This is an optimization exercise on Yosys and OpenROAD, whose aim is small area, not a production implementation.
Function was checked by simulation only, so behaviour that the tests miss may differ from the original.
The flow treats the clock pin as an ideal source, which a real chip does not have.
Power is estimated from default activity; no workload was simulated.

==> lagoon: inputs <==
==> flow/design.v (excerpt) <==
module maindsp48a1 (
  input [17:0] A, B, D,
  input [47:0] C,
  input [17:0] BCIN,
  input [47:0] PCIN,
  input [7:0] OPMODE,
  input clk, CARRYIN,
  input RSTA, RSTB, RSTC, RSTCARRYIN, RSTD, RSTM, RSTOPMODE, RSTP,
  input CEA, CEB, CEM, CEP, CEC, CED, CECARRYIN, CEOPMODE,
  output [47:0] P,
  output [35:0] M,
  output CARRYOUT, CARRYOUTF,
  output [17:0] BCOUT,
  output [47:0] PCOUT
);
reg  [7:0] opr_q;
wire [7:0] opr_n;
reg  [17:0] d_q;
wire [17:0] d_n;
reg  [17:0] a1_q;
wire [17:0] a1_n;
reg  [17:0] b1_q;
wire [17:0] b1_n;
reg  [47:0] c_q;
wire [47:0] c_n;
reg  [35:0] m_q;
wire [35:0] m_n;
reg  [47:0] p_q;
wire [47:0] p_n;
reg  [0:0] cin_q;
wire [0:0] cin_n;
reg  [0:0] cout_q;
wire [0:0] cout_n;
wire n1, n2, n3, n4, n5, n6, n7, n8, n9, n10, n11, n12, n13, n14, n15, n16;
wire n17, n18, n19, n20, n21, n22, n23, n24, n25, n26, n27, n28, n29, n30, n31, n32;
wire n33, n34, n35, n36, n37, f38, f39, f40, f41, f42, f43, f44, f45, f46, f47, f48;
wire f49, f50, f51, f52, f53, f54, f55, n56, n57, n58, n59, n60, n61, n62, n63, n64;
wire n65, n66, n67, n68, n69, n70, n71, n72, n73, i74, n75, n76, n77, n78, n79, n80;
wire n81, n82, n83, n84, n85, n86, n87, i88, n89, n90, i91, n92, n93, n94, i95, n96;
wire n97, n98, n99, n100, n101, n102, n103, n104, n105, n106, n107, n108, n109, n110, n111, n112;
wire n113, n114, n115, n116, n117, n118, n119, n120, n121, n122, n123, n124, n125, n126, n127, n128;
wire n129, n130, n131, n132, n133, n134, n135, n136, n137, n138, n139, n140, n141, n142, n143, n144;
wire n145, n146, n147, n148, n149, n150, n151, n152, n153, n154, n155, n156, n157, n158, n159, n160;
wire n161, n162, n163, n164, n165, n166, n167, n168, n169, n170, n171, n172, n173, n174, n175, n176;
wire n177, n178, n179, n180, n181, n182, n183, n184, n185, n186, n187, n188, n189, n190, n191, n192;
wire n193, n194, n195, n196, n197, n198, n199, n200, n201, n202, n203, n204, n205, n206, n207, n208;
wire n209, n210, n211, n212, n213, n214, n215, n216, n217, n218, n219, n220, n221, n222, n223, n224;
wire n225, n226, n227, n228, n229, n230, n231, n232, n233, n234, n235, n236, n237, n238, n239, n240;
  ...
Settings: LEC_CHECK=0, CAP_MARGIN=5, CORE_MARGIN=2, CORE_UTILIZATION=40, SLEW_MARGIN=5, SYNTH_HIERARCHICAL=1; clock period 7.0 ns.
standard.sh (not shown) runs the stock make flow with config.mk's settings and CLKGATE_MAP_FILE= SYNTH_SCRIPT=/design/flow/synth_recipe.tcl, a recipe that flattens the netlist after the stock synthesis.
==> flow/flow/run.sh <==
#!/bin/bash
# Own layout flow: the standard flow (standard.sh) with two changes:
#  - after synthesis (the standard Yosys run, unchanged), every combinational
#    cell that Yosys/ABC mapped to a drive strength above 1 is set back to the
#    smallest cell of its family (downsize.tcl); repair_design/repair_timing
#    upsize again where timing needs it;
#  - the port buffers that buffer_ports adds are buf_1 cells.
# Each tool's output goes to the ORFS logs under orfs/logs plus standard.log here.
set -uo pipefail
export POST_SYNTH_TCL="$PWD/flow/downsize.tcl"
export BUFFER_PORTS_ARGS="-buffer_cell sky130_fd_sc_hd__buf_1"
bash standard.sh > standard.log 2>&1
rc=$?
cp -r orfs/logs ./orfs_logs 2>/dev/null
exit $rc
==> flow/flow/downsize.tcl <==
# Set each combinational cell to the smallest drive strength of its family.
set db [ord::get_db]
set block [ord::get_db_block]
set n 0
foreach inst [$block getInsts] {
  set m [$inst getMaster]
  set name [$m getName]
  if {![regexp {^(sky130_fd_sc_hd__[a-z0-9]+)_([0-9]+)$} $name -> base sz]} { continue }
  if {[regexp {__(e?s?df|dl|buf|clkbuf|clkinv|conb|tap|fill|decap|diode)} $base]} { continue }
  set best $m
  set barea [expr {[$m getWidth] * [$m getHeight]}]
  foreach s {1 0} {
    set c [$db findMaster ${base}_$s]
    if {$c eq "NULL" || $c eq ""} { continue }
    set a [expr {[$c getWidth] * [$c getHeight]}]
    if {$a < $barea} { set best $c; set barea $a }
  }
  if {$best ne $m} {
    $inst swapMaster $best
    incr n
  }
}
puts "downsize.tcl: $n cells set to a smaller drive strength"
==> garnet (differences from lagoon) <==
--- a/flow/flow/run.sh
+++ b/flow/flow/run.sh
@@ -11,2 +11,3 @@
 export BUFFER_PORTS_ARGS="-buffer_cell sky130_fd_sc_hd__buf_1"
+export CTS_ARGS="-sink_clustering_enable -repair_clock_nets -dont_use_dummy_load -sink_clustering_levels 1 -sink_clustering_size 25 -sink_clustering_max_diameter 150"
 bash standard.sh > standard.log 2>&1
- CAP_MARGIN: 5 -> 20
- SLEW_MARGIN: 5 -> 20
==> cedar (differences from lagoon) <==
- CAP_MARGIN: 5 -> 20
- SLEW_MARGIN: 5 -> 20
==> comparison table <==
| item | lagoon | garnet | cedar |
|---|---|---|---|
| Post-route fraction of the period consumed by the critical path | 95.08% | 94.88% | 94.89% |
| Clock power frac | 15.3% | 12.6% | 15.3% |
| Half-perimeter wire length of the detailed placement result | 40.79 mm | 40.92 mm | 40.92 mm |
| Max rail drop VDD | 0.2822 mV | 0.2763 mV | 0.2765 mV |
| Clock-cell share | 3.159% | 2.188% | 3.155% |
| Reg clk slew, reported paths | 0.08 ns | 0.09 ns | 0.09 ns |
| Gate power share | 64.2% | 66.2% | 64.1% |
| Number of global-route vias before repair | 15,527 | 15,367 | 15,394 |
| Non-clock buffer count | 401 | 402 | 402 |
| Inst Count DP | 2,572 | 2,573 | 2,573 |
| Instance area after placement | 0.01899 mm2 | 0.01901 mm2 | 0.01901 mm2 |
| Power density normalized to cell area | 351.0 mW/mm2 | 342.7 mW/mm2 | 350.2 mW/mm2 |
| Result of the run | no timing/DRC/antenna violations | no timing/DRC/antenna violations | no timing/DRC/antenna violations |


==> run X <==
maindsp48a1, a different RTL version from the one above (not shown whole).
Settings: LEC_CHECK=0, CAP_MARGIN=20, CORE_MARGIN=2, CORE_UTILIZATION=60, SLEW_MARGIN=20, SYNTH_HIERARCHICAL=1; clock period 7.0 ns.
==> flow/flow/run.sh <==
#!/bin/bash
# Own layout flow: the standard flow (standard.sh) with these changes:
#  - after synthesis (the standard Yosys run, unchanged), every combinational
#    cell that Yosys/ABC mapped to a drive strength above 1 is set back to the
#    smallest cell of its family (downsize.tcl); repair_design/repair_timing
#    upsize again where timing needs it;
#  - the port buffers that buffer_ports adds are buf_1 cells;
#  - CTS adds no dummy loads, and leaf clock buffers are clkbuf_8 where the
#    clock slew at their flip-flops allows (clkdown.tcl).
# ORFS writes each step's full log under orfs/logs; make's output goes to
# standard.log here.
set -uo pipefail
export POST_SYNTH_TCL="$PWD/flow/downsize.tcl"
export POST_CTS_TCL="$PWD/flow/clkdown.tcl"
export BUFFER_PORTS_ARGS="-buffer_cell sky130_fd_sc_hd__buf_1"
export CTS_ARGS="-sink_clustering_enable -repair_clock_nets -dont_use_dummy_load"
bash standard.sh > standard.log 2>&1
rc=$?
cp -r orfs/logs ./orfs_logs 2>/dev/null
exit $rc
==> flow/flow/clkdown.tcl <==
set limit 0.110
proc worst_sink_slew {inst} {
  set w 0
  foreach op [get_pins -of_objects $inst -filter "direction == output"] {
    set net [get_nets -of_objects $op]
    foreach p [get_pins -of_objects $net -filter "direction == input"] {
      foreach prop {slew_max_rise slew_max_fall} {
        set s [get_property $p $prop]
        if {$s > $w} { set w $s }
      }
    }
  }
  return $w
}
proc drives_flops {inst} {
  foreach op [get_pins -of_objects $inst -filter "direction == output"] {
    set net [get_nets -of_objects $op]
    foreach p [get_pins -of_objects $net -filter "direction == input"] {
      if {[string match "*df*" [get_property [get_cells -of_objects $p] ref_name]]} { return 1 }
    }
  }
  return 0
}
set n 0
foreach inst [get_cells -filter "ref_name == sky130_fd_sc_hd__clkbuf_16"] {
  if {![drives_flops $inst]} { continue }
  set before [worst_sink_slew $inst]
  replace_cell $inst sky130_fd_sc_hd__clkbuf_8
  set after [worst_sink_slew $inst]
  if {$after > $limit} {
    replace_cell $inst sky130_fd_sc_hd__clkbuf_16
    puts "clkdown.tcl: [get_full_name $inst] kept (slew $before -> $after)"
  } else {
    incr n
    puts "clkdown.tcl: [get_full_name $inst] set to clkbuf_8 (slew $before -> $after)"
  }
}
puts "clkdown.tcl: $n leaf clock buffers set to clkbuf_8"
Scripts as last shown in full above: flow/flow/downsize.tcl
==> run A (differences from run X) <==
- CORE_UTILIZATION: 60 -> 40
- PLACE_DENSITY: unset -> 0.75
==> run Z (differences from run X) <==
--- a/flow/flow/run.sh
+++ b/flow/flow/run.sh
@@ -6,13 +6,16 @@
 #    upsize again where timing needs it;
 #  - the port buffers that buffer_ports adds are buf_1 cells;
 #  - CTS adds no dummy loads, and leaf clock buffers are clkbuf_8 where the
-#    clock slew at their flip-flops allows (clkdown.tcl).
+#    clock slew at their flip-flops allows (clkdown.tcl);
+#  - timing-driven global placement keeps its buffering only from its late
+#    iterations (GPL_KEEP_OVERFLOW=0.3).
 # ORFS writes each step's full log under orfs/logs; make's output goes to
 # standard.log here.
 set -uo pipefail
 export POST_SYNTH_TCL="$PWD/flow/downsize.tcl"
 export POST_CTS_TCL="$PWD/flow/clkdown.tcl"
 export BUFFER_PORTS_ARGS="-buffer_cell sky130_fd_sc_hd__buf_1"
+export GPL_KEEP_OVERFLOW=0.3
 export CTS_ARGS="-sink_clustering_enable -repair_clock_nets -dont_use_dummy_load"
 bash standard.sh > standard.log 2>&1
 rc=$?
- CORE_UTILIZATION: 60 -> 40
==> comparison <==
The lowest non-clock buffer count belongs to run A, the highest to run Z. First-iteration DRC count, lowest first: run Z, run A, run X. Fmax: run Z > run X > run A. Combinational power: run X < run A < run Z. Run A passed the timing, design-rule and antenna checks. Run Z finished clean. Run X ran to the end with no violations. In run X the sequential share of layout area is higher than in run Z, by 0.62 points. Of run Z and run A, run Z has the higher power (gap 12%, measured against run A).

[port drivers added, routing unchanged]
No port has a modelled driver above. Below, the same layouts with a new extraction and two added sets of constraints. Step 1 sets driving cells, clkbuf_16 on the clock port and buf_2 on the other inputs (assumed; they add their load-dependent delay and slew). Step 2 also shifts input and output timing later by t, the mid clock arrival at the registers, as if the neighbouring blocks saw the same clock. Slacks: ideal / step 1 / step 2; pairs: ideal / step 1.
run | t (ns) | slack for setup (ns) | worst hold slack (ns)
lagoon | 0.522 | 0.344 / 0.354 / -0.150 | 0.473 / 0.473 / 0.473
garnet | 0.517 | 0.358 / 0.362 / -0.130 | 0.471 / 0.471 / 0.471
cedar | 0.529 | 0.357 / 0.357 / -0.128 | 0.474 / 0.474 / 0.474
run X | 0.449 | 0.603 / 0.603 / 0.458 | 0.477 / 0.477 / 0.477
run A | 0.474 | 0.576 / 0.576 / 0.368 | 0.475 / 0.475 / 0.475
run Z | 0.502 | 1.049 / 1.049 / 0.607 | 0.478 / 0.478 / 0.478
With both steps, setup timing fails in lagoon, garnet and cedar, where it was met with ideal ports. The setup slack of lagoon, which loses most, moves by +0.010 ns with the drivers and by -0.494 ns with both steps.
